Context: an optimization exercise on an open-source flow, tuned for small area, a short achievable clock period and few clock cycles per item. The choices shown serve that exercise and are no tape-out recipe.
At most, simulation tests tie the RTL to the original design; equivalence was not proved.
The RTL of run 2 was laid out without a check of its function.

## flow/design.v (module list and top-level ports; edited modules follow where they fit)
// module Divider_Modulo: 31 lines
// module div_stage0: 458 lines
// module div_stage1: 729 lines
// module div_stage2: 368 lines
module Divider_Modulo (clk, reset, mode, valid_in, divisor, dividend, result, valid_out);
  // ...
==> flow/flow/run.sh <==
#!/bin/bash
# Own layout flow: the standard synthesis unchanged, then the standard
# layout with these changes:
#  - ports are buffered with buf_2 cells instead of the slow delay buffers the
#    default port buffering picks;
#  - timing repair works to a setup slack margin of 13.7 ns (worst endpoint
#    only), so that after clock tree synthesis it speeds up the critical paths
#    although every path already meets the 25 ns clock;
set -euo pipefail
bash standard.sh synth > synth.log 2>&1
bash standard.sh "BUFFER_PORTS_ARGS=-buffer_cell sky130_fd_sc_hd__buf_2" \
  SETUP_SLACK_MARGIN=13.7 TNS_END_PERCENT=0 SKIP_INCREMENTAL_REPAIR=1 finish > layout.log 2>&1
==> flow/standard.sh <==
#!/bin/bash
# synth_recipe.tcl (not shown) runs the flow's synth.tcl, then flattens the netlist and writes it again
# the make line also repeats each setting of config.mk as NAME=value (left out here)
make -C /OpenROAD-flow-scripts/flow DESIGN_CONFIG=/design/flow/config.mk WORK_HOME=/design/flow/orfs CLKGATE_MAP_FILE= SYNTH_SCRIPT=/design/flow/synth_recipe.tcl "${@:-finish}"
==> flow/config.mk <==
export PLATFORM = sky130hd
export DESIGN_NAME = Divider_Modulo
export DESIGN_NICKNAME = Divider_Modulo
export VERILOG_FILES = /design/flow/design.v
export SDC_FILE = /design/flow/constraint.sdc
export NUM_CORES = 4
export LEC_CHECK = 0
export ABC_AREA = 1
export CAP_MARGIN = 20
export CORE_MARGIN = 2
export CORE_UTILIZATION = 40
export SLEW_MARGIN = 20
export SYNTH_HIERARCHICAL = 1
==> flow/constraint.sdc <==
create_clock -name core_clock -period 25.0 [get_ports {clk}]
set_input_delay 5.0000 -clock core_clock [delete_from_list [all_inputs] [get_ports {clk}]]
set_output_delay 5.0000 -clock core_clock [all_outputs]
set_load 0.01 [all_outputs]
==> reports/metrics.cfg, run 1 <==
[outcome]
status=finished clean

[synth]
syn_area_per_cell_um2=5.05
synth_flop_cell=dfxtp_1
ys_ff_latch=98
synth_area_leaders=nand2_1, nand3_1, dfxtp_1
netlist_area_um2=18400
yosys_warnings=7
yosys-top-cells-count=nand2_1, nand3_1, inv_1

[routing]
post_drt_wl_per_cell_um=10.2
ant_nets=0
drc=0
drtIter0Drc=875
dr_wl_met2_um=21300

[placement]
io_buffer_count=68
dp_slack_ps=12770
place_hpwl_um=35700
gp_congestion=0.841

[sta]
setup_tns_ps=0
finalCriticalPeriod_ps=11260

[worst_setup_path]
r2r_slack_ps=13860
cp_common_cell=nand2_1

[clock_network]
cts_setup_buffers=0
cts_root_buf=clkbuf_16
cts.clk_slew.worst_paths_ps=70
clock_latency_ps=390

[min_path]
hold_path_depth=0

[floorplan]
start_util_pct=40.6

[cells_and_area]
design.seq.count=98
dominant_cells=multi-input gates
seqCellArea_um2=1980

Testbench counts, summed over its fixed seeds: cycles 8,000, items 4,000.
==> module Divider_Modulo, before the edit <==
module Divider_Modulo (clk, reset, mode, valid_in, divisor, dividend, result, valid_out);
input wire clk, reset, mode, valid_in;
input wire [31:0] dividend;
input wire [15:0] divisor;
output reg valid_out;
output wire [31:0] result;
reg [14:0] rA, rB;    
reg [16:0] shA, shB;  
reg [14:0] dA, dB;    
reg mA, mB, vA;       
wire [14:0] r0, r1;
wire [16:0] sh0, sh1;
wire [16:0] res;
div_stage0 u_stage0 (.dividend(dividend), .d(divisor[14:0]), .r_out(r0), .sh_out(sh0));
div_stage1 u_stage1 (.r_in(rA), .sh_in(shA), .d(dA), .r_out(r1), .sh_out(sh1));
div_stage2 u_stage2 (.r_in(rB), .sh_in(shB), .d(dB), .mode(mB), .result(res));
always @(posedge clk) begin
	rA <= r0; shA <= sh0; dA <= divisor[14:0]; mA <= mode;
	rB <= r1; shB <= sh1; dB <= dA; mB <= mA;
end
always @(posedge clk or posedge reset) begin
	if (reset) begin
		vA <= 1'b0;
		valid_out <= 1'b0;
	end else begin
		vA <= valid_in;
		valid_out <= vA;
	end
end
assign result = {15'b0, res};
endmodule
==> module div_stage0, before the edit <==
module div_stage0 (dividend, d, r_out, sh_out);
input wire [31:0] dividend;
input wire [14:0] d;
output wire [14:0] r_out;
output wire [16:0] sh_out;
wire [15:0] a_0a = dividend[31:16];
wire [0:0] q_0a;
wire [14:0] r_0a;
wire s0a_1_g0 = a_0a[0] | ~d[0];
wire s0a_1_g1 = a_0a[1] & ~d[1];
wire s0a_1_p1 = a_0a[1] | ~d[1];
wire s0a_1_g2 = a_0a[2] & ~d[2];
wire s0a_1_p2 = a_0a[2] | ~d[2];
wire s0a_1_g3 = a_0a[3] & ~d[3];
wire s0a_1_p3 = a_0a[3] | ~d[3];
wire s0a_1_g4 = a_0a[4] & ~d[4];
wire s0a_1_p4 = a_0a[4] | ~d[4];
wire s0a_1_g5 = a_0a[5] & ~d[5];
wire s0a_1_p5 = a_0a[5] | ~d[5];
wire s0a_1_g6 = a_0a[6] & ~d[6];
wire s0a_1_p6 = a_0a[6] | ~d[6];
wire s0a_1_g7 = a_0a[7] & ~d[7];
wire s0a_1_p7 = a_0a[7] | ~d[7];
wire s0a_1_g8 = a_0a[8] & ~d[8];
wire s0a_1_p8 = a_0a[8] | ~d[8];
wire s0a_1_g9 = a_0a[9] & ~d[9];
wire s0a_1_p9 = a_0a[9] | ~d[9];
wire s0a_1_g10 = a_0a[10] & ~d[10];
wire s0a_1_p10 = a_0a[10] | ~d[10];
wire s0a_1_g11 = a_0a[11] & ~d[11];
wire s0a_1_p11 = a_0a[11] | ~d[11];
wire s0a_1_g12 = a_0a[12] & ~d[12];
wire s0a_1_p12 = a_0a[12] | ~d[12];
wire s0a_1_g13 = a_0a[13] & ~d[13];
wire s0a_1_p13 = a_0a[13] | ~d[13];
wire s0a_1_g14 = a_0a[14] & ~d[14];
wire s0a_1_p14 = a_0a[14] | ~d[14];
wire s0a_1_g15 = a_0a[15] & ~1'b0;
wire s0a_1_p15 = a_0a[15] | ~1'b0;
wire s0a_1_G0_1 = s0a_1_g1 | (s0a_1_p1 & s0a_1_g0);
wire s0a_1_G0_3 = s0a_1_g3 | (s0a_1_p3 & s0a_1_g2);
wire s0a_1_P0_3 = s0a_1_p3 & s0a_1_p2;
wire s0a_1_G0_5 = s0a_1_g5 | (s0a_1_p5 & s0a_1_g4);
wire s0a_1_P0_5 = s0a_1_p5 & s0a_1_p4;
wire s0a_1_G0_7 = s0a_1_g7 | (s0a_1_p7 & s0a_1_g6);
wire s0a_1_P0_7 = s0a_1_p7 & s0a_1_p6;
wire s0a_1_G0_9 = s0a_1_g9 | (s0a_1_p9 & s0a_1_g8);
wire s0a_1_P0_9 = s0a_1_p9 & s0a_1_p8;
wire s0a_1_G0_11 = s0a_1_g11 | (s0a_1_p11 & s0a_1_g10);
wire s0a_1_P0_11 = s0a_1_p11 & s0a_1_p10;
wire s0a_1_G0_13 = s0a_1_g13 | (s0a_1_p13 & s0a_1_g12);
wire s0a_1_P0_13 = s0a_1_p13 & s0a_1_p12;
wire s0a_1_G0_15 = s0a_1_g15 | (s0a_1_p15 & s0a_1_g14);
wire s0a_1_P0_15 = s0a_1_p15 & s0a_1_p14;
wire s0a_1_G1_3 = s0a_1_G0_3 | (s0a_1_P0_3 & s0a_1_G0_1);
wire s0a_1_G1_7 = s0a_1_G0_7 | (s0a_1_P0_7 & s0a_1_G0_5);
wire s0a_1_P1_7 = s0a_1_P0_7 & s0a_1_P0_5;
wire s0a_1_G1_11 = s0a_1_G0_11 | (s0a_1_P0_11 & s0a_1_G0_9);
wire s0a_1_P1_11 = s0a_1_P0_11 & s0a_1_P0_9;
wire s0a_1_G1_15 = s0a_1_G0_15 | (s0a_1_P0_15 & s0a_1_G0_13);
wire s0a_1_P1_15 = s0a_1_P0_15 & s0a_1_P0_13;
wire s0a_1_G2_7 = s0a_1_G1_7 | (s0a_1_P1_7 & s0a_1_G1_3);
wire s0a_1_G2_15 = s0a_1_G1_15 | (s0a_1_P1_15 & s0a_1_G1_11);
wire s0a_1_P2_15 = s0a_1_P1_15 & s0a_1_P1_11;
wire s0a_1_G3_15 = s0a_1_G2_15 | (s0a_1_P2_15 & s0a_1_G2_7);
wire s0a_1_G4_11 = s0a_1_G1_11 | (s0a_1_P1_11 & s0a_1_G2_7);
wire s0a_1_G5_5 = s0a_1_G0_5 | (s0a_1_P0_5 & s0a_1_G1_3);
wire s0a_1_G5_9 = s0a_1_G0_9 | (s0a_1_P0_9 & s0a_1_G2_7);
wire s0a_1_G5_13 = s0a_1_G0_13 | (s0a_1_P0_13 & s0a_1_G4_11);
wire s0a_1_G6_2 = s0a_1_g2 | (s0a_1_p2 & s0a_1_G0_1);
wire s0a_1_G6_4 = s0a_1_g4 | (s0a_1_p4 & s0a_1_G1_3);
wire s0a_1_G6_6 = s0a_1_g6 | (s0a_1_p6 & s0a_1_G5_5);
wire s0a_1_G6_8 = s0a_1_g8 | (s0a_1_p8 & s0a_1_G2_7);
wire s0a_1_G6_10 = s0a_1_g10 | (s0a_1_p10 & s0a_1_G5_9);
wire s0a_1_G6_12 = s0a_1_g12 | (s0a_1_p12 & s0a_1_G4_11);
wire s0a_1_G6_14 = s0a_1_g14 | (s0a_1_p14 & s0a_1_G5_13);
wire ge0a_1 = s0a_1_G3_15;
wire h0a_1 = ge0a_1;
assign q_0a[0] = h0a_1;
assign r_0a[0] = a_0a[0] ^ ((h0a_1 & ~(d[0] ^ 1'b1)));
assign r_0a[1] = a_0a[1] ^ ((h0a_1 & ~(d[1] ^ s0a_1_g0)));
assign r_0a[2] = a_0a[2] ^ ((h0a_1 & ~(d[2] ^ s0a_1_G0_1)));
assign r_0a[3] = a_0a[3] ^ ((h0a_1 & ~(d[3] ^ s0a_1_G6_2)));
assign r_0a[4] = a_0a[4] ^ ((h0a_1 & ~(d[4] ^ s0a_1_G1_3)));
assign r_0a[5] = a_0a[5] ^ ((h0a_1 & ~(d[5] ^ s0a_1_G6_4)));
assign r_0a[6] = a_0a[6] ^ ((h0a_1 & ~(d[6] ^ s0a_1_G5_5)));
assign r_0a[7] = a_0a[7] ^ ((h0a_1 & ~(d[7] ^ s0a_1_G6_6)));
assign r_0a[8] = a_0a[8] ^ ((h0a_1 & ~(d[8] ^ s0a_1_G2_7)));
assign r_0a[9] = a_0a[9] ^ ((h0a_1 & ~(d[9] ^ s0a_1_G6_8)));
assign r_0a[10] = a_0a[10] ^ ((h0a_1 & ~(d[10] ^ s0a_1_G5_9)));
assign r_0a[11] = a_0a[11] ^ ((h0a_1 & ~(d[11] ^ s0a_1_G6_10)));
assign r_0a[12] = a_0a[12] ^ ((h0a_1 & ~(d[12] ^ s0a_1_G4_11)));
assign r_0a[13] = a_0a[13] ^ ((h0a_1 & ~(d[13] ^ s0a_1_G6_12)));
assign r_0a[14] = a_0a[14] ^ ((h0a_1 & ~(d[14] ^ s0a_1_G5_13)));
wire [16:0] sh_0a = {dividend[15:0], q_0a};
wire [15:0] a_0b = {r_0a, sh_0a[16:16]};
wire [0:0] q_0b;
wire [14:0] r_0b;
wire s0b_1_g0 = a_0b[0] | ~d[0];
wire s0b_1_g1 = a_0b[1] & ~d[1];
wire s0b_1_p1 = a_0b[1] | ~d[1];
wire s0b_1_g2 = a_0b[2] & ~d[2];
wire s0b_1_p2 = a_0b[2] | ~d[2];
wire s0b_1_g3 = a_0b[3] & ~d[3];
wire s0b_1_p3 = a_0b[3] | ~d[3];
wire s0b_1_g4 = a_0b[4] & ~d[4];
wire s0b_1_p4 = a_0b[4] | ~d[4];
wire s0b_1_g5 = a_0b[5] & ~d[5];
wire s0b_1_p5 = a_0b[5] | ~d[5];
wire s0b_1_g6 = a_0b[6] & ~d[6];
wire s0b_1_p6 = a_0b[6] | ~d[6];
wire s0b_1_g7 = a_0b[7] & ~d[7];
wire s0b_1_p7 = a_0b[7] | ~d[7];
wire s0b_1_g8 = a_0b[8] & ~d[8];
wire s0b_1_p8 = a_0b[8] | ~d[8];
wire s0b_1_g9 = a_0b[9] & ~d[9];
wire s0b_1_p9 = a_0b[9] | ~d[9];
wire s0b_1_g10 = a_0b[10] & ~d[10];
wire s0b_1_p10 = a_0b[10] | ~d[10];
wire s0b_1_g11 = a_0b[11] & ~d[11];
wire s0b_1_p11 = a_0b[11] | ~d[11];
wire s0b_1_g12 = a_0b[12] & ~d[12];
wire s0b_1_p12 = a_0b[12] | ~d[12];
wire s0b_1_g13 = a_0b[13] & ~d[13];
wire s0b_1_p13 = a_0b[13] | ~d[13];
wire s0b_1_g14 = a_0b[14] & ~d[14];
wire s0b_1_p14 = a_0b[14] | ~d[14];
wire s0b_1_g15 = a_0b[15] & ~1'b0;
wire s0b_1_p15 = a_0b[15] | ~1'b0;
wire s0b_1_G0_1 = s0b_1_g1 | (s0b_1_p1 & s0b_1_g0);
wire s0b_1_G0_3 = s0b_1_g3 | (s0b_1_p3 & s0b_1_g2);
wire s0b_1_P0_3 = s0b_1_p3 & s0b_1_p2;
wire s0b_1_G0_5 = s0b_1_g5 | (s0b_1_p5 & s0b_1_g4);
wire s0b_1_P0_5 = s0b_1_p5 & s0b_1_p4;
wire s0b_1_G0_7 = s0b_1_g7 | (s0b_1_p7 & s0b_1_g6);
wire s0b_1_P0_7 = s0b_1_p7 & s0b_1_p6;
wire s0b_1_G0_9 = s0b_1_g9 | (s0b_1_p9 & s0b_1_g8);
wire s0b_1_P0_9 = s0b_1_p9 & s0b_1_p8;
wire s0b_1_G0_11 = s0b_1_g11 | (s0b_1_p11 & s0b_1_g10);
wire s0b_1_P0_11 = s0b_1_p11 & s0b_1_p10;
wire s0b_1_G0_13 = s0b_1_g13 | (s0b_1_p13 & s0b_1_g12);
wire s0b_1_P0_13 = s0b_1_p13 & s0b_1_p12;
wire s0b_1_G0_15 = s0b_1_g15 | (s0b_1_p15 & s0b_1_g14);
wire s0b_1_P0_15 = s0b_1_p15 & s0b_1_p14;
wire s0b_1_G1_3 = s0b_1_G0_3 | (s0b_1_P0_3 & s0b_1_G0_1);
wire s0b_1_G1_7 = s0b_1_G0_7 | (s0b_1_P0_7 & s0b_1_G0_5);
wire s0b_1_P1_7 = s0b_1_P0_7 & s0b_1_P0_5;
wire s0b_1_G1_11 = s0b_1_G0_11 | (s0b_1_P0_11 & s0b_1_G0_9);
wire s0b_1_P1_11 = s0b_1_P0_11 & s0b_1_P0_9;
wire s0b_1_G1_15 = s0b_1_G0_15 | (s0b_1_P0_15 & s0b_1_G0_13);
wire s0b_1_P1_15 = s0b_1_P0_15 & s0b_1_P0_13;
wire s0b_1_G2_7 = s0b_1_G1_7 | (s0b_1_P1_7 & s0b_1_G1_3);
wire s0b_1_G2_15 = s0b_1_G1_15 | (s0b_1_P1_15 & s0b_1_G1_11);
wire s0b_1_P2_15 = s0b_1_P1_15 & s0b_1_P1_11;
wire s0b_1_G3_15 = s0b_1_G2_15 | (s0b_1_P2_15 & s0b_1_G2_7);
wire s0b_1_G4_11 = s0b_1_G1_11 | (s0b_1_P1_11 & s0b_1_G2_7);
wire s0b_1_G5_5 = s0b_1_G0_5 | (s0b_1_P0_5 & s0b_1_G1_3);
wire s0b_1_G5_9 = s0b_1_G0_9 | (s0b_1_P0_9 & s0b_1_G2_7);
wire s0b_1_G5_13 = s0b_1_G0_13 | (s0b_1_P0_13 & s0b_1_G4_11);
wire s0b_1_G6_2 = s0b_1_g2 | (s0b_1_p2 & s0b_1_G0_1);
wire s0b_1_G6_4 = s0b_1_g4 | (s0b_1_p4 & s0b_1_G1_3);
wire s0b_1_G6_6 = s0b_1_g6 | (s0b_1_p6 & s0b_1_G5_5);
wire s0b_1_G6_8 = s0b_1_g8 | (s0b_1_p8 & s0b_1_G2_7);
wire s0b_1_G6_10 = s0b_1_g10 | (s0b_1_p10 & s0b_1_G5_9);
wire s0b_1_G6_12 = s0b_1_g12 | (s0b_1_p12 & s0b_1_G4_11);
wire s0b_1_G6_14 = s0b_1_g14 | (s0b_1_p14 & s0b_1_G5_13);
wire ge0b_1 = s0b_1_G3_15;
wire h0b_1 = ge0b_1;
assign q_0b[0] = h0b_1;
assign r_0b[0] = a_0b[0] ^ ((h0b_1 & ~(d[0] ^ 1'b1)));
assign r_0b[1] = a_0b[1] ^ ((h0b_1 & ~(d[1] ^ s0b_1_g0)));
assign r_0b[2] = a_0b[2] ^ ((h0b_1 & ~(d[2] ^ s0b_1_G0_1)));
assign r_0b[3] = a_0b[3] ^ ((h0b_1 & ~(d[3] ^ s0b_1_G6_2)));
assign r_0b[4] = a_0b[4] ^ ((h0b_1 & ~(d[4] ^ s0b_1_G1_3)));
assign r_0b[5] = a_0b[5] ^ ((h0b_1 & ~(d[5] ^ s0b_1_G6_4)));
assign r_0b[6] = a_0b[6] ^ ((h0b_1 & ~(d[6] ^ s0b_1_G5_5)));
assign r_0b[7] = a_0b[7] ^ ((h0b_1 & ~(d[7] ^ s0b_1_G6_6)));
assign r_0b[8] = a_0b[8] ^ ((h0b_1 & ~(d[8] ^ s0b_1_G2_7)));
assign r_0b[9] = a_0b[9] ^ ((h0b_1 & ~(d[9] ^ s0b_1_G6_8)));
assign r_0b[10] = a_0b[10] ^ ((h0b_1 & ~(d[10] ^ s0b_1_G5_9)));
assign r_0b[11] = a_0b[11] ^ ((h0b_1 & ~(d[11] ^ s0b_1_G6_10)));
assign r_0b[12] = a_0b[12] ^ ((h0b_1 & ~(d[12] ^ s0b_1_G4_11)));
assign r_0b[13] = a_0b[13] ^ ((h0b_1 & ~(d[13] ^ s0b_1_G6_12)));
assign r_0b[14] = a_0b[14] ^ ((h0b_1 & ~(d[14] ^ s0b_1_G5_13)));
wire [16:0] sh_0b = {sh_0a[15:0], q_0b};
wire [15:0] a_0c = {r_0b, sh_0b[16:16]};
wire [0:0] q_0c;
wire [14:0] r_0c;
wire s0c_1_g0 = a_0c[0] | ~d[0];
wire s0c_1_g1 = a_0c[1] & ~d[1];
wire s0c_1_p1 = a_0c[1] | ~d[1];
wire s0c_1_g2 = a_0c[2] & ~d[2];
wire s0c_1_p2 = a_0c[2] | ~d[2];
wire s0c_1_g3 = a_0c[3] & ~d[3];
wire s0c_1_p3 = a_0c[3] | ~d[3];
wire s0c_1_g4 = a_0c[4] & ~d[4];
wire s0c_1_p4 = a_0c[4] | ~d[4];
wire s0c_1_g5 = a_0c[5] & ~d[5];
wire s0c_1_p5 = a_0c[5] | ~d[5];
wire s0c_1_g6 = a_0c[6] & ~d[6];
wire s0c_1_p6 = a_0c[6] | ~d[6];
wire s0c_1_g7 = a_0c[7] & ~d[7];
wire s0c_1_p7 = a_0c[7] | ~d[7];
wire s0c_1_g8 = a_0c[8] & ~d[8];
wire s0c_1_p8 = a_0c[8] | ~d[8];
wire s0c_1_g9 = a_0c[9] & ~d[9];
wire s0c_1_p9 = a_0c[9] | ~d[9];
wire s0c_1_g10 = a_0c[10] & ~d[10];
wire s0c_1_p10 = a_0c[10] | ~d[10];
wire s0c_1_g11 = a_0c[11] & ~d[11];
wire s0c_1_p11 = a_0c[11] | ~d[11];
wire s0c_1_g12 = a_0c[12] & ~d[12];
wire s0c_1_p12 = a_0c[12] | ~d[12];
wire s0c_1_g13 = a_0c[13] & ~d[13];
wire s0c_1_p13 = a_0c[13] | ~d[13];
wire s0c_1_g14 = a_0c[14] & ~d[14];
wire s0c_1_p14 = a_0c[14] | ~d[14];
wire s0c_1_g15 = a_0c[15] & ~1'b0;
wire s0c_1_p15 = a_0c[15] | ~1'b0;
wire s0c_1_G0_1 = s0c_1_g1 | (s0c_1_p1 & s0c_1_g0);
wire s0c_1_G0_3 = s0c_1_g3 | (s0c_1_p3 & s0c_1_g2);
wire s0c_1_P0_3 = s0c_1_p3 & s0c_1_p2;
wire s0c_1_G0_5 = s0c_1_g5 | (s0c_1_p5 & s0c_1_g4);
wire s0c_1_P0_5 = s0c_1_p5 & s0c_1_p4;
wire s0c_1_G0_7 = s0c_1_g7 | (s0c_1_p7 & s0c_1_g6);
wire s0c_1_P0_7 = s0c_1_p7 & s0c_1_p6;
wire s0c_1_G0_9 = s0c_1_g9 | (s0c_1_p9 & s0c_1_g8);
wire s0c_1_P0_9 = s0c_1_p9 & s0c_1_p8;
wire s0c_1_G0_11 = s0c_1_g11 | (s0c_1_p11 & s0c_1_g10);
wire s0c_1_P0_11 = s0c_1_p11 & s0c_1_p10;
wire s0c_1_G0_13 = s0c_1_g13 | (s0c_1_p13 & s0c_1_g12);
wire s0c_1_P0_13 = s0c_1_p13 & s0c_1_p12;
wire s0c_1_G0_15 = s0c_1_g15 | (s0c_1_p15 & s0c_1_g14);
wire s0c_1_P0_15 = s0c_1_p15 & s0c_1_p14;
wire s0c_1_G1_3 = s0c_1_G0_3 | (s0c_1_P0_3 & s0c_1_G0_1);
wire s0c_1_G1_7 = s0c_1_G0_7 | (s0c_1_P0_7 & s0c_1_G0_5);
wire s0c_1_P1_7 = s0c_1_P0_7 & s0c_1_P0_5;
wire s0c_1_G1_11 = s0c_1_G0_11 | (s0c_1_P0_11 & s0c_1_G0_9);
wire s0c_1_P1_11 = s0c_1_P0_11 & s0c_1_P0_9;
wire s0c_1_G1_15 = s0c_1_G0_15 | (s0c_1_P0_15 & s0c_1_G0_13);
wire s0c_1_P1_15 = s0c_1_P0_15 & s0c_1_P0_13;
wire s0c_1_G2_7 = s0c_1_G1_7 | (s0c_1_P1_7 & s0c_1_G1_3);
wire s0c_1_G2_15 = s0c_1_G1_15 | (s0c_1_P1_15 & s0c_1_G1_11);
wire s0c_1_P2_15 = s0c_1_P1_15 & s0c_1_P1_11;
wire s0c_1_G3_15 = s0c_1_G2_15 | (s0c_1_P2_15 & s0c_1_G2_7);
wire s0c_1_G4_11 = s0c_1_G1_11 | (s0c_1_P1_11 & s0c_1_G2_7);
wire s0c_1_G5_5 = s0c_1_G0_5 | (s0c_1_P0_5 & s0c_1_G1_3);
wire s0c_1_G5_9 = s0c_1_G0_9 | (s0c_1_P0_9 & s0c_1_G2_7);
wire s0c_1_G5_13 = s0c_1_G0_13 | (s0c_1_P0_13 & s0c_1_G4_11);
wire s0c_1_G6_2 = s0c_1_g2 | (s0c_1_p2 & s0c_1_G0_1);
wire s0c_1_G6_4 = s0c_1_g4 | (s0c_1_p4 & s0c_1_G1_3);
wire s0c_1_G6_6 = s0c_1_g6 | (s0c_1_p6 & s0c_1_G5_5);
wire s0c_1_G6_8 = s0c_1_g8 | (s0c_1_p8 & s0c_1_G2_7);
wire s0c_1_G6_10 = s0c_1_g10 | (s0c_1_p10 & s0c_1_G5_9);
wire s0c_1_G6_12 = s0c_1_g12 | (s0c_1_p12 & s0c_1_G4_11);
wire s0c_1_G6_14 = s0c_1_g14 | (s0c_1_p14 & s0c_1_G5_13);
wire ge0c_1 = s0c_1_G3_15;
wire h0c_1 = ge0c_1;
assign q_0c[0] = h0c_1;
assign r_0c[0] = a_0c[0] ^ ((h0c_1 & ~(d[0] ^ 1'b1)));
assign r_0c[1] = a_0c[1] ^ ((h0c_1 & ~(d[1] ^ s0c_1_g0)));
assign r_0c[2] = a_0c[2] ^ ((h0c_1 & ~(d[2] ^ s0c_1_G0_1)));
assign r_0c[3] = a_0c[3] ^ ((h0c_1 & ~(d[3] ^ s0c_1_G6_2)));
assign r_0c[4] = a_0c[4] ^ ((h0c_1 & ~(d[4] ^ s0c_1_G1_3)));
assign r_0c[5] = a_0c[5] ^ ((h0c_1 & ~(d[5] ^ s0c_1_G6_4)));
assign r_0c[6] = a_0c[6] ^ ((h0c_1 & ~(d[6] ^ s0c_1_G5_5)));
assign r_0c[7] = a_0c[7] ^ ((h0c_1 & ~(d[7] ^ s0c_1_G6_6)));
assign r_0c[8] = a_0c[8] ^ ((h0c_1 & ~(d[8] ^ s0c_1_G2_7)));
assign r_0c[9] = a_0c[9] ^ ((h0c_1 & ~(d[9] ^ s0c_1_G6_8)));
assign r_0c[10] = a_0c[10] ^ ((h0c_1 & ~(d[10] ^ s0c_1_G5_9)));
assign r_0c[11] = a_0c[11] ^ ((h0c_1 & ~(d[11] ^ s0c_1_G6_10)));
assign r_0c[12] = a_0c[12] ^ ((h0c_1 & ~(d[12] ^ s0c_1_G4_11)));
assign r_0c[13] = a_0c[13] ^ ((h0c_1 & ~(d[13] ^ s0c_1_G6_12)));
assign r_0c[14] = a_0c[14] ^ ((h0c_1 & ~(d[14] ^ s0c_1_G5_13)));
wire [16:0] sh_0c = {sh_0b[15:0], q_0c};
wire [15:0] a_0d = {r_0c, sh_0c[16:16]};
wire [0:0] q_0d;
wire [14:0] r_0d;
wire s0d_1_g0 = a_0d[0] | ~d[0];
wire s0d_1_g1 = a_0d[1] & ~d[1];
wire s0d_1_p1 = a_0d[1] | ~d[1];
wire s0d_1_g2 = a_0d[2] & ~d[2];
wire s0d_1_p2 = a_0d[2] | ~d[2];
wire s0d_1_g3 = a_0d[3] & ~d[3];
wire s0d_1_p3 = a_0d[3] | ~d[3];
wire s0d_1_g4 = a_0d[4] & ~d[4];
wire s0d_1_p4 = a_0d[4] | ~d[4];
wire s0d_1_g5 = a_0d[5] & ~d[5];
wire s0d_1_p5 = a_0d[5] | ~d[5];
wire s0d_1_g6 = a_0d[6] & ~d[6];
wire s0d_1_p6 = a_0d[6] | ~d[6];
wire s0d_1_g7 = a_0d[7] & ~d[7];
wire s0d_1_p7 = a_0d[7] | ~d[7];
wire s0d_1_g8 = a_0d[8] & ~d[8];
wire s0d_1_p8 = a_0d[8] | ~d[8];
wire s0d_1_g9 = a_0d[9] & ~d[9];
wire s0d_1_p9 = a_0d[9] | ~d[9];
wire s0d_1_g10 = a_0d[10] & ~d[10];
wire s0d_1_p10 = a_0d[10] | ~d[10];
wire s0d_1_g11 = a_0d[11] & ~d[11];
wire s0d_1_p11 = a_0d[11] | ~d[11];
wire s0d_1_g12 = a_0d[12] & ~d[12];
wire s0d_1_p12 = a_0d[12] | ~d[12];
wire s0d_1_g13 = a_0d[13] & ~d[13];
wire s0d_1_p13 = a_0d[13] | ~d[13];
wire s0d_1_g14 = a_0d[14] & ~d[14];
wire s0d_1_p14 = a_0d[14] | ~d[14];
wire s0d_1_g15 = a_0d[15] & ~1'b0;
wire s0d_1_p15 = a_0d[15] | ~1'b0;
wire s0d_1_G0_1 = s0d_1_g1 | (s0d_1_p1 & s0d_1_g0);
wire s0d_1_G0_3 = s0d_1_g3 | (s0d_1_p3 & s0d_1_g2);
wire s0d_1_P0_3 = s0d_1_p3 & s0d_1_p2;
wire s0d_1_G0_5 = s0d_1_g5 | (s0d_1_p5 & s0d_1_g4);
wire s0d_1_P0_5 = s0d_1_p5 & s0d_1_p4;
wire s0d_1_G0_7 = s0d_1_g7 | (s0d_1_p7 & s0d_1_g6);
wire s0d_1_P0_7 = s0d_1_p7 & s0d_1_p6;
wire s0d_1_G0_9 = s0d_1_g9 | (s0d_1_p9 & s0d_1_g8);
wire s0d_1_P0_9 = s0d_1_p9 & s0d_1_p8;
wire s0d_1_G0_11 = s0d_1_g11 | (s0d_1_p11 & s0d_1_g10);
wire s0d_1_P0_11 = s0d_1_p11 & s0d_1_p10;
wire s0d_1_G0_13 = s0d_1_g13 | (s0d_1_p13 & s0d_1_g12);
wire s0d_1_P0_13 = s0d_1_p13 & s0d_1_p12;
wire s0d_1_G0_15 = s0d_1_g15 | (s0d_1_p15 & s0d_1_g14);
wire s0d_1_P0_15 = s0d_1_p15 & s0d_1_p14;
wire s0d_1_G1_3 = s0d_1_G0_3 | (s0d_1_P0_3 & s0d_1_G0_1);
wire s0d_1_G1_7 = s0d_1_G0_7 | (s0d_1_P0_7 & s0d_1_G0_5);
wire s0d_1_P1_7 = s0d_1_P0_7 & s0d_1_P0_5;
wire s0d_1_G1_11 = s0d_1_G0_11 | (s0d_1_P0_11 & s0d_1_G0_9);
wire s0d_1_P1_11 = s0d_1_P0_11 & s0d_1_P0_9;
wire s0d_1_G1_15 = s0d_1_G0_15 | (s0d_1_P0_15 & s0d_1_G0_13);
wire s0d_1_P1_15 = s0d_1_P0_15 & s0d_1_P0_13;
wire s0d_1_G2_7 = s0d_1_G1_7 | (s0d_1_P1_7 & s0d_1_G1_3);
wire s0d_1_G2_15 = s0d_1_G1_15 | (s0d_1_P1_15 & s0d_1_G1_11);
wire s0d_1_P2_15 = s0d_1_P1_15 & s0d_1_P1_11;
wire s0d_1_G3_15 = s0d_1_G2_15 | (s0d_1_P2_15 & s0d_1_G2_7);
wire s0d_1_G4_11 = s0d_1_G1_11 | (s0d_1_P1_11 & s0d_1_G2_7);
wire s0d_1_G5_5 = s0d_1_G0_5 | (s0d_1_P0_5 & s0d_1_G1_3);
wire s0d_1_G5_9 = s0d_1_G0_9 | (s0d_1_P0_9 & s0d_1_G2_7);
wire s0d_1_G5_13 = s0d_1_G0_13 | (s0d_1_P0_13 & s0d_1_G4_11);
wire s0d_1_G6_2 = s0d_1_g2 | (s0d_1_p2 & s0d_1_G0_1);
wire s0d_1_G6_4 = s0d_1_g4 | (s0d_1_p4 & s0d_1_G1_3);
wire s0d_1_G6_6 = s0d_1_g6 | (s0d_1_p6 & s0d_1_G5_5);
wire s0d_1_G6_8 = s0d_1_g8 | (s0d_1_p8 & s0d_1_G2_7);
wire s0d_1_G6_10 = s0d_1_g10 | (s0d_1_p10 & s0d_1_G5_9);
wire s0d_1_G6_12 = s0d_1_g12 | (s0d_1_p12 & s0d_1_G4_11);
wire s0d_1_G6_14 = s0d_1_g14 | (s0d_1_p14 & s0d_1_G5_13);
wire ge0d_1 = s0d_1_G3_15;
wire h0d_1 = ge0d_1;
assign q_0d[0] = h0d_1;
assign r_0d[0] = a_0d[0] ^ ((h0d_1 & ~(d[0] ^ 1'b1)));
assign r_0d[1] = a_0d[1] ^ ((h0d_1 & ~(d[1] ^ s0d_1_g0)));
assign r_0d[2] = a_0d[2] ^ ((h0d_1 & ~(d[2] ^ s0d_1_G0_1)));
assign r_0d[3] = a_0d[3] ^ ((h0d_1 & ~(d[3] ^ s0d_1_G6_2)));
assign r_0d[4] = a_0d[4] ^ ((h0d_1 & ~(d[4] ^ s0d_1_G1_3)));
assign r_0d[5] = a_0d[5] ^ ((h0d_1 & ~(d[5] ^ s0d_1_G6_4)));
assign r_0d[6] = a_0d[6] ^ ((h0d_1 & ~(d[6] ^ s0d_1_G5_5)));
assign r_0d[7] = a_0d[7] ^ ((h0d_1 & ~(d[7] ^ s0d_1_G6_6)));
assign r_0d[8] = a_0d[8] ^ ((h0d_1 & ~(d[8] ^ s0d_1_G2_7)));
assign r_0d[9] = a_0d[9] ^ ((h0d_1 & ~(d[9] ^ s0d_1_G6_8)));
assign r_0d[10] = a_0d[10] ^ ((h0d_1 & ~(d[10] ^ s0d_1_G5_9)));
assign r_0d[11] = a_0d[11] ^ ((h0d_1 & ~(d[11] ^ s0d_1_G6_10)));
assign r_0d[12] = a_0d[12] ^ ((h0d_1 & ~(d[12] ^ s0d_1_G4_11)));
assign r_0d[13] = a_0d[13] ^ ((h0d_1 & ~(d[13] ^ s0d_1_G6_12)));
assign r_0d[14] = a_0d[14] ^ ((h0d_1 & ~(d[14] ^ s0d_1_G5_13)));
wire [16:0] sh_0d = {sh_0c[15:0], q_0d};
wire [15:0] a_0e = {r_0d, sh_0d[16:16]};
wire [0:0] q_0e;
wire [14:0] r_0e;
wire s0e_1_g0 = a_0e[0] | ~d[0];
wire s0e_1_g1 = a_0e[1] & ~d[1];
wire s0e_1_p1 = a_0e[1] | ~d[1];
wire s0e_1_g2 = a_0e[2] & ~d[2];
wire s0e_1_p2 = a_0e[2] | ~d[2];
wire s0e_1_g3 = a_0e[3] & ~d[3];
wire s0e_1_p3 = a_0e[3] | ~d[3];
wire s0e_1_g4 = a_0e[4] & ~d[4];
wire s0e_1_p4 = a_0e[4] | ~d[4];
wire s0e_1_g5 = a_0e[5] & ~d[5];
wire s0e_1_p5 = a_0e[5] | ~d[5];
wire s0e_1_g6 = a_0e[6] & ~d[6];
wire s0e_1_p6 = a_0e[6] | ~d[6];
wire s0e_1_g7 = a_0e[7] & ~d[7];
wire s0e_1_p7 = a_0e[7] | ~d[7];
wire s0e_1_g8 = a_0e[8] & ~d[8];
wire s0e_1_p8 = a_0e[8] | ~d[8];
wire s0e_1_g9 = a_0e[9] & ~d[9];
wire s0e_1_p9 = a_0e[9] | ~d[9];
wire s0e_1_g10 = a_0e[10] & ~d[10];
wire s0e_1_p10 = a_0e[10] | ~d[10];
wire s0e_1_g11 = a_0e[11] & ~d[11];
wire s0e_1_p11 = a_0e[11] | ~d[11];
wire s0e_1_g12 = a_0e[12] & ~d[12];
wire s0e_1_p12 = a_0e[12] | ~d[12];
wire s0e_1_g13 = a_0e[13] & ~d[13];
wire s0e_1_p13 = a_0e[13] | ~d[13];
wire s0e_1_g14 = a_0e[14] & ~d[14];
wire s0e_1_p14 = a_0e[14] | ~d[14];
wire s0e_1_g15 = a_0e[15] & ~1'b0;
wire s0e_1_p15 = a_0e[15] | ~1'b0;
wire s0e_1_G0_1 = s0e_1_g1 | (s0e_1_p1 & s0e_1_g0);
wire s0e_1_G0_3 = s0e_1_g3 | (s0e_1_p3 & s0e_1_g2);
wire s0e_1_P0_3 = s0e_1_p3 & s0e_1_p2;
wire s0e_1_G0_5 = s0e_1_g5 | (s0e_1_p5 & s0e_1_g4);
wire s0e_1_P0_5 = s0e_1_p5 & s0e_1_p4;
wire s0e_1_G0_7 = s0e_1_g7 | (s0e_1_p7 & s0e_1_g6);
wire s0e_1_P0_7 = s0e_1_p7 & s0e_1_p6;
wire s0e_1_G0_9 = s0e_1_g9 | (s0e_1_p9 & s0e_1_g8);
wire s0e_1_P0_9 = s0e_1_p9 & s0e_1_p8;
wire s0e_1_G0_11 = s0e_1_g11 | (s0e_1_p11 & s0e_1_g10);
wire s0e_1_P0_11 = s0e_1_p11 & s0e_1_p10;
wire s0e_1_G0_13 = s0e_1_g13 | (s0e_1_p13 & s0e_1_g12);
wire s0e_1_P0_13 = s0e_1_p13 & s0e_1_p12;
wire s0e_1_G0_15 = s0e_1_g15 | (s0e_1_p15 & s0e_1_g14);
wire s0e_1_P0_15 = s0e_1_p15 & s0e_1_p14;
wire s0e_1_G1_3 = s0e_1_G0_3 | (s0e_1_P0_3 & s0e_1_G0_1);
wire s0e_1_G1_7 = s0e_1_G0_7 | (s0e_1_P0_7 & s0e_1_G0_5);
wire s0e_1_P1_7 = s0e_1_P0_7 & s0e_1_P0_5;
wire s0e_1_G1_11 = s0e_1_G0_11 | (s0e_1_P0_11 & s0e_1_G0_9);
wire s0e_1_P1_11 = s0e_1_P0_11 & s0e_1_P0_9;
wire s0e_1_G1_15 = s0e_1_G0_15 | (s0e_1_P0_15 & s0e_1_G0_13);
wire s0e_1_P1_15 = s0e_1_P0_15 & s0e_1_P0_13;
wire s0e_1_G2_7 = s0e_1_G1_7 | (s0e_1_P1_7 & s0e_1_G1_3);
wire s0e_1_G2_15 = s0e_1_G1_15 | (s0e_1_P1_15 & s0e_1_G1_11);
wire s0e_1_P2_15 = s0e_1_P1_15 & s0e_1_P1_11;
wire s0e_1_G3_15 = s0e_1_G2_15 | (s0e_1_P2_15 & s0e_1_G2_7);
wire s0e_1_G4_11 = s0e_1_G1_11 | (s0e_1_P1_11 & s0e_1_G2_7);
wire s0e_1_G5_5 = s0e_1_G0_5 | (s0e_1_P0_5 & s0e_1_G1_3);
wire s0e_1_G5_9 = s0e_1_G0_9 | (s0e_1_P0_9 & s0e_1_G2_7);
wire s0e_1_G5_13 = s0e_1_G0_13 | (s0e_1_P0_13 & s0e_1_G4_11);
wire s0e_1_G6_2 = s0e_1_g2 | (s0e_1_p2 & s0e_1_G0_1);
wire s0e_1_G6_4 = s0e_1_g4 | (s0e_1_p4 & s0e_1_G1_3);
wire s0e_1_G6_6 = s0e_1_g6 | (s0e_1_p6 & s0e_1_G5_5);
wire s0e_1_G6_8 = s0e_1_g8 | (s0e_1_p8 & s0e_1_G2_7);
wire s0e_1_G6_10 = s0e_1_g10 | (s0e_1_p10 & s0e_1_G5_9);
wire s0e_1_G6_12 = s0e_1_g12 | (s0e_1_p12 & s0e_1_G4_11);
wire s0e_1_G6_14 = s0e_1_g14 | (s0e_1_p14 & s0e_1_G5_13);
wire ge0e_1 = s0e_1_G3_15;
wire h0e_1 = ge0e_1;
assign q_0e[0] = h0e_1;
assign r_0e[0] = a_0e[0] ^ ((h0e_1 & ~(d[0] ^ 1'b1)));
assign r_0e[1] = a_0e[1] ^ ((h0e_1 & ~(d[1] ^ s0e_1_g0)));
assign r_0e[2] = a_0e[2] ^ ((h0e_1 & ~(d[2] ^ s0e_1_G0_1)));
assign r_0e[3] = a_0e[3] ^ ((h0e_1 & ~(d[3] ^ s0e_1_G6_2)));
assign r_0e[4] = a_0e[4] ^ ((h0e_1 & ~(d[4] ^ s0e_1_G1_3)));
assign r_0e[5] = a_0e[5] ^ ((h0e_1 & ~(d[5] ^ s0e_1_G6_4)));
assign r_0e[6] = a_0e[6] ^ ((h0e_1 & ~(d[6] ^ s0e_1_G5_5)));
assign r_0e[7] = a_0e[7] ^ ((h0e_1 & ~(d[7] ^ s0e_1_G6_6)));
assign r_0e[8] = a_0e[8] ^ ((h0e_1 & ~(d[8] ^ s0e_1_G2_7)));
assign r_0e[9] = a_0e[9] ^ ((h0e_1 & ~(d[9] ^ s0e_1_G6_8)));
assign r_0e[10] = a_0e[10] ^ ((h0e_1 & ~(d[10] ^ s0e_1_G5_9)));
assign r_0e[11] = a_0e[11] ^ ((h0e_1 & ~(d[11] ^ s0e_1_G6_10)));
assign r_0e[12] = a_0e[12] ^ ((h0e_1 & ~(d[12] ^ s0e_1_G4_11)));
assign r_0e[13] = a_0e[13] ^ ((h0e_1 & ~(d[13] ^ s0e_1_G6_12)));
assign r_0e[14] = a_0e[14] ^ ((h0e_1 & ~(d[14] ^ s0e_1_G5_13)));
wire [16:0] sh_0e = {sh_0d[15:0], q_0e};
assign r_out = r_0e;
assign sh_out = sh_0e[16:0];
endmodule
==> run 2: changes to the inputs <==
--- a/flow/design.v
+++ b/flow/design.v
@@ -1,42 +1,45 @@
 module Divider_Modulo (clk, reset, mode, valid_in, divisor, dividend, result, valid_out);
 input wire clk, reset, mode, valid_in;
 input wire [31:0] dividend;
 input wire [15:0] divisor;
 output reg valid_out;
 output wire [31:0] result;
 reg [14:0] rA, rB;    
 reg [16:0] shA, shB;  
-reg [14:0] dA, dB;    
+reg [14:0] ndA, ndB;  
 reg mA, mB, vA;       
 wire [14:0] r0, r1;
 wire [16:0] sh0, sh1;
 wire [16:0] res;
-div_stage0 u_stage0 (.dividend(dividend), .d(divisor[14:0]), .r_out(r0), .sh_out(sh0));
-div_stage1 u_stage1 (.r_in(rA), .sh_in(shA), .d(dA), .r_out(r1), .sh_out(sh1));
-div_stage2 u_stage2 (.r_in(rB), .sh_in(shB), .d(dB), .mode(mB), .result(res));
+wire [14:0] nd0;
+div_stage0 u_stage0 (.dividend(dividend), .d(divisor[14:0]), .r_out(r0), .sh_out(sh0), .nd_out(nd0));
+div_stage1 u_stage1 (.r_in(rA), .sh_in(shA), .nd(ndA), .r_out(r1), .sh_out(sh1));
+div_stage2 u_stage2 (.r_in(rB), .sh_in(shB), .nd(ndB), .mode(mB), .result(res));
 always @(posedge clk) begin
-	rA <= r0; shA <= sh0; dA <= divisor[14:0]; mA <= mode;
-	rB <= r1; shB <= sh1; dB <= dA; mB <= mA;
+	rA <= r0; shA <= sh0; ndA <= nd0; mA <= mode;
+	rB <= r1; shB <= sh1; ndB <= ndA; mB <= mA;
 end
 always @(posedge clk or posedge reset) begin
 	if (reset) begin
 		vA <= 1'b0;
 		valid_out <= 1'b0;
 	end else begin
 		vA <= valid_in;
 		valid_out <= vA;
 	end
 end
 assign result = {15'b0, res};
 endmodule
-module div_stage0 (dividend, d, r_out, sh_out);
+module div_stage0 (dividend, d, r_out, sh_out, nd_out);
 input wire [31:0] dividend;
 input wire [14:0] d;
+output wire [14:0] nd_out;   
+assign nd_out = ~d;
 output wire [14:0] r_out;
 output wire [16:0] sh_out;
 wire [15:0] a_0a = dividend[31:16];
 wire [0:0] q_0a;
 wire [14:0] r_0a;
 wire s0a_1_g0 = a_0a[0] | ~d[0];
 wire s0a_1_g1 = a_0a[1] & ~d[1];
 wire s0a_1_p1 = a_0a[1] | ~d[1];
@@ -482,20 +485,21 @@
 assign r_0e[11] = a_0e[11] ^ ((h0e_1 & ~(d[11] ^ s0e_1_G6_10)));
 assign r_0e[12] = a_0e[12] ^ ((h0e_1 & ~(d[12] ^ s0e_1_G4_11)));
 assign r_0e[13] = a_0e[13] ^ ((h0e_1 & ~(d[13] ^ s0e_1_G6_12)));
 assign r_0e[14] = a_0e[14] ^ ((h0e_1 & ~(d[14] ^ s0e_1_G5_13)));
 wire [16:0] sh_0e = {sh_0d[15:0], q_0e};
 assign r_out = r_0e;
 assign sh_out = sh_0e[16:0];
 endmodule
-module div_stage1 (r_in, sh_in, d, r_out, sh_out);
+module div_stage1 (r_in, sh_in, nd, r_out, sh_out);
 input wire [14:0] r_in;
 input wire [16:0] sh_in;
-input wire [14:0] d;
+input wire [14:0] nd;    
+wire [14:0] d = ~nd;
 output wire [14:0] r_out;
 output wire [16:0] sh_out;
 wire [15:0] a_1a = {r_in, sh_in[16:16]};
 wire [0:0] q_1a;
 wire [14:0] r_1a;
 wire s1a_1_g0 = a_1a[0] | ~d[0];
 wire s1a_1_g1 = a_1a[1] & ~d[1];
 wire s1a_1_p1 = a_1a[1] | ~d[1];
@@ -1211,20 +1215,21 @@
 assign r_1h[11] = a_1h[11] ^ ((h1h_1 & ~(d[11] ^ s1h_1_G6_10)));
 assign r_1h[12] = a_1h[12] ^ ((h1h_1 & ~(d[12] ^ s1h_1_G4_11)));
 assign r_1h[13] = a_1h[13] ^ ((h1h_1 & ~(d[13] ^ s1h_1_G6_12)));
 assign r_1h[14] = a_1h[14] ^ ((h1h_1 & ~(d[14] ^ s1h_1_G5_13)));
 wire [16:0] sh_1h = {sh_1g[15:0], q_1h};
 assign r_out = r_1h;
 assign sh_out = sh_1h[16:0];
 endmodule
-module div_stage2 (r_in, sh_in, d, mode, result);
+module div_stage2 (r_in, sh_in, nd, mode, result);
 input wire [14:0] r_in;
 input wire [16:0] sh_in;
-input wire [14:0] d;
+input wire [14:0] nd;    
+wire [14:0] d = ~nd;
 input wire mode;
 output wire [16:0] result;
 wire [15:0] a_2a = {r_in, sh_in[16:16]};
 wire [0:0] q_2a;
 wire [14:0] r_2a;
 wire s2a_1_g0 = a_2a[0] | ~d[0];
 wire s2a_1_g1 = a_2a[1] & ~d[1];
 wire s2a_1_p1 = a_2a[1] | ~d[1];
==> flow/flow/run.sh (replaced) <==
#!/bin/bash
# Own layout flow: the standard synthesis unchanged, then the standard
# layout with these changes:
#  - ports are buffered with buf_4 cells instead of the slow delay buffers the
#    default port buffering picks;
#  - timing repair works to a setup slack margin of 14 ns (worst endpoint
#    only), so that after clock tree synthesis it speeds up the critical paths
#    although every path already meets the 25 ns clock;
set -euo pipefail
bash standard.sh synth > synth.log 2>&1
bash standard.sh "BUFFER_PORTS_ARGS=-buffer_cell sky130_fd_sc_hd__buf_4" \
  SETUP_SLACK_MARGIN=14 TNS_END_PERCENT=0 SKIP_INCREMENTAL_REPAIR=1 finish > layout.log 2>&1
==> run 2 against run 1 <==
- still clean
- flip-flop and latch count unchanged
- non-clock buffer count increased by 4
- clock skew decreased by 3.7 ps
- largest cell class unchanged
==> reports/metrics.cfg, run 2 <==
[outcome]
status=finished clean

[clock_network]
cts.sinks=98
cts_setup_buffers=0  ; unchanged
clock_latency_ps=360  ; -30 ps
cts_buffers=9
htreeDepth=3
cts_resized=31
hold_buffers=0
cts_buffer_depth=2
tritoncts=done
cts_root_buf=clkbuf_16
cts.clk_slew.worst_paths_ps=80  ; about the same

[cells_and_area]
diodes=0
final_common_cell=nand2_1
fin_nets=3656
final_cell_mix=nand2_1, nand3_1, inv_1, nor2_1, nand4_1
layout.cells.non_filler=4209
drive_gt1_share_pct=7.79
area_delta_synth_final_pct=3.51
reg_top3=shA: 17 flops, shB: 17 flops

[floorplan]
start_util_pct=40.6  ; +0.048 points
num_rows=78
ios=85
core_area_um2=45500
die_area_um2=47900
die_width_um=219
dieHeight_um=219

[placement]
dp.cells=4189
place_hpwl_um=37100  ; +3.9%
gp_congestion=0.827  ; -1.7%
io_buffer_count=68  ; unchanged

[synth]
yosys-top-cells-count=nand2_1, nand3_1, inv_1
synth_edf_count=0
ys_seq_area_share_pct=10.7
yosysTopAreaCell=nand2_1
yosys_warnings=7  ; unchanged
synth_flop_cell=dfxtp_1
netlist_instances=3669
synth.top_cell.area_share_pct=31.4
synthMostInstantiatedCell=nand2_1
synth_area_leaders=nand2_1, nand3_1, dfxtp_1
async_reset_ff_share_pct=2.04
synth_cell_types=40
ys_ff_latch=98  ; unchanged
netlist_area_um2=18500  ; +0.33%
syn_area_per_cell_um2=5.04  ; -0.19%

[sta]
finalCritPeriodShare_pct=44.4
max_freq_mhz=90.1
worst_pin_slew_ps=691
maxSlewHeadroom_pct=53.8
setup_viol=0
maxSlewViolCount=0
hold_viol_final=0
finalCriticalPeriod_ps=11090  ; -166 ps
setup_tns_ps=0  ; unchanged
skew_ps=12.5

[grt]
globalRouteOverflowTotal=0
top_usage_layer=met2
grt_pass1_vias=19228
grt_use_met2_pct=38.5
grt_max_degree=35
groute.layer.met3.usage_pct=1.59
use_met1_pct=22.8
grt_first_pass_wirelength_um=81300
track_usage_pct=19.6
antenna_found_initial=0

[worst_setup_path]
cp_slowest_stage_delay_ps=480
worstPathRequired_ps=20000
crit_path_start_kind=flop
worstPathMaxFanout=34
endpoint_kind=primary output
critPathArrivalTime_ps=6090
cp_common_cell=nand2_1
criticalPathCategory=reg2out
r2r_slack_ps=14120  ; +260 ps
crit_slowest_cell=dfxtp_1
ff2ff_path_depth=82

[routing]
dr_total_vias=20733
firstDrtPassIters=6
routed_wl_um=44900
drtIter0Drc=999  ; +14%
post_drt_wl_per_cell_um=10.7  ; +4.6%
ant_nets=0  ; unchanged
vias_per_cell=4.93
drc=0  ; unchanged

[job]
cap_viol_max_count=0

[min_path]
hold_path.class=reg2reg
hold_path_depth=0  ; unchanged

[run 2: final cells by class]
class,count,area (um^2)
fillers,5224,26300
multi-input cells,2917,13600
flip-flops and latches,98,1990
inverters,502,1890
well taps,600,751
repair buffers,76,571
clock buffers,9,225
clock inverters,7,68.8
[run 2: modules after synthesis (local to each module, per instance)]
| module | cells | flops+latches | area, um^2 | copies in the design |
|---|---|---|---|---|
| Divider_Modulo | 115 | 98 | 2090 | 1 |
| div_stage2 | 848 | 0 | 3980 | 1 |
| div_stage1 | 1662 | 0 | 7580 | 1 |
| div_stage0 | 1044 | 0 | 4840 | 1 |
[run 2: per-layer routing]
metal	routed length [um]	share of wire, %
met3	773	1.7
met5	0	0
met1	20900	47
met2	22600	50
met4	546	1.2
[run 2: critical path, delay by kind of cell, from the launching register on]
family / cells / cell delay [ps]
AOI/OAI and AO/OA: 1 / 80
and+or+nand+nor: 37 / 4750
DFF: 1 / 480
buffers and inverters: 3 / 350
[run 2: cell families (layout without fill, tap and decap cells)]
group / Yosys count / after routing / share of synthesized area, %
AND/OR/NAND/NOR: 2709 / 2713 / 65.2
flip-flops: 98 / 98 / 10.7
AO/OA/AOI/OAI: 89 / 89 / 2.66
other: 1 / 15 / 0.0203
XOR/XNOR: 100 / 100 / 4.74
buffers and inverters: 672 / 594 / 16.7
[run 2: worst paths after layout]
path                        start    endpoint
min reg2reg                shA[3]     shB[11]
min                        shA[3]     shB[11]
min in group asynchronous   reset          vA
max                        ndB[6]  result[10]
max reg2reg                ndA[6]       rB[0]
max in group asynchronous   reset   valid_out
[run 2: through the flow]
step | worst slack [ps] | area (um^2) | hold slack, ps | utilization (%)
after floorplan | 15160 | 18500 | 310 | -
after global placement | 12760 | 18700 | 311 | 41.0
after detailed placement | 12640 | 18700 | 313 | 41.0
after CTS | 13860 | 19100 | 331 | 42.1
after global routing | 12230 | 19100 | 336 | 42.1
final | 13910 | 19100 | 331 | 42.1

## port drivers added, routing unchanged
How much do the figures lean on ideal ports? The routed layouts below were timed once more, with nothing changed but the port constraints.
Step 1 sets driving cells, clkbuf_16 on the clock port and buf_2 on the other inputs (assumed; they add their load-dependent delay and slew).
Step 2 also shifts input and output timing later by t, the mid clock arrival at the registers, as if the neighbouring blocks saw the same clock.
Slacks: ideal / step 1 / step 2; pairs: ideal / step 1.
| run | t (ns) | setup slack, ns | hold WS [ns] |
|---|---|---|---|
| run 1 | 0.435 | 13.740 / 13.688 / 13.402 | 0.328 / 0.328 / 0.328 |
| run 2 | 0.415 | 13.906 / 13.849 / 13.576 | 0.331 / 0.331 / 0.331 |
After both steps every run listed still meets setup and hold. The setup slack of run 1, which loses most, moves by -0.052 ns with the drivers and by -0.338 ns with both steps.
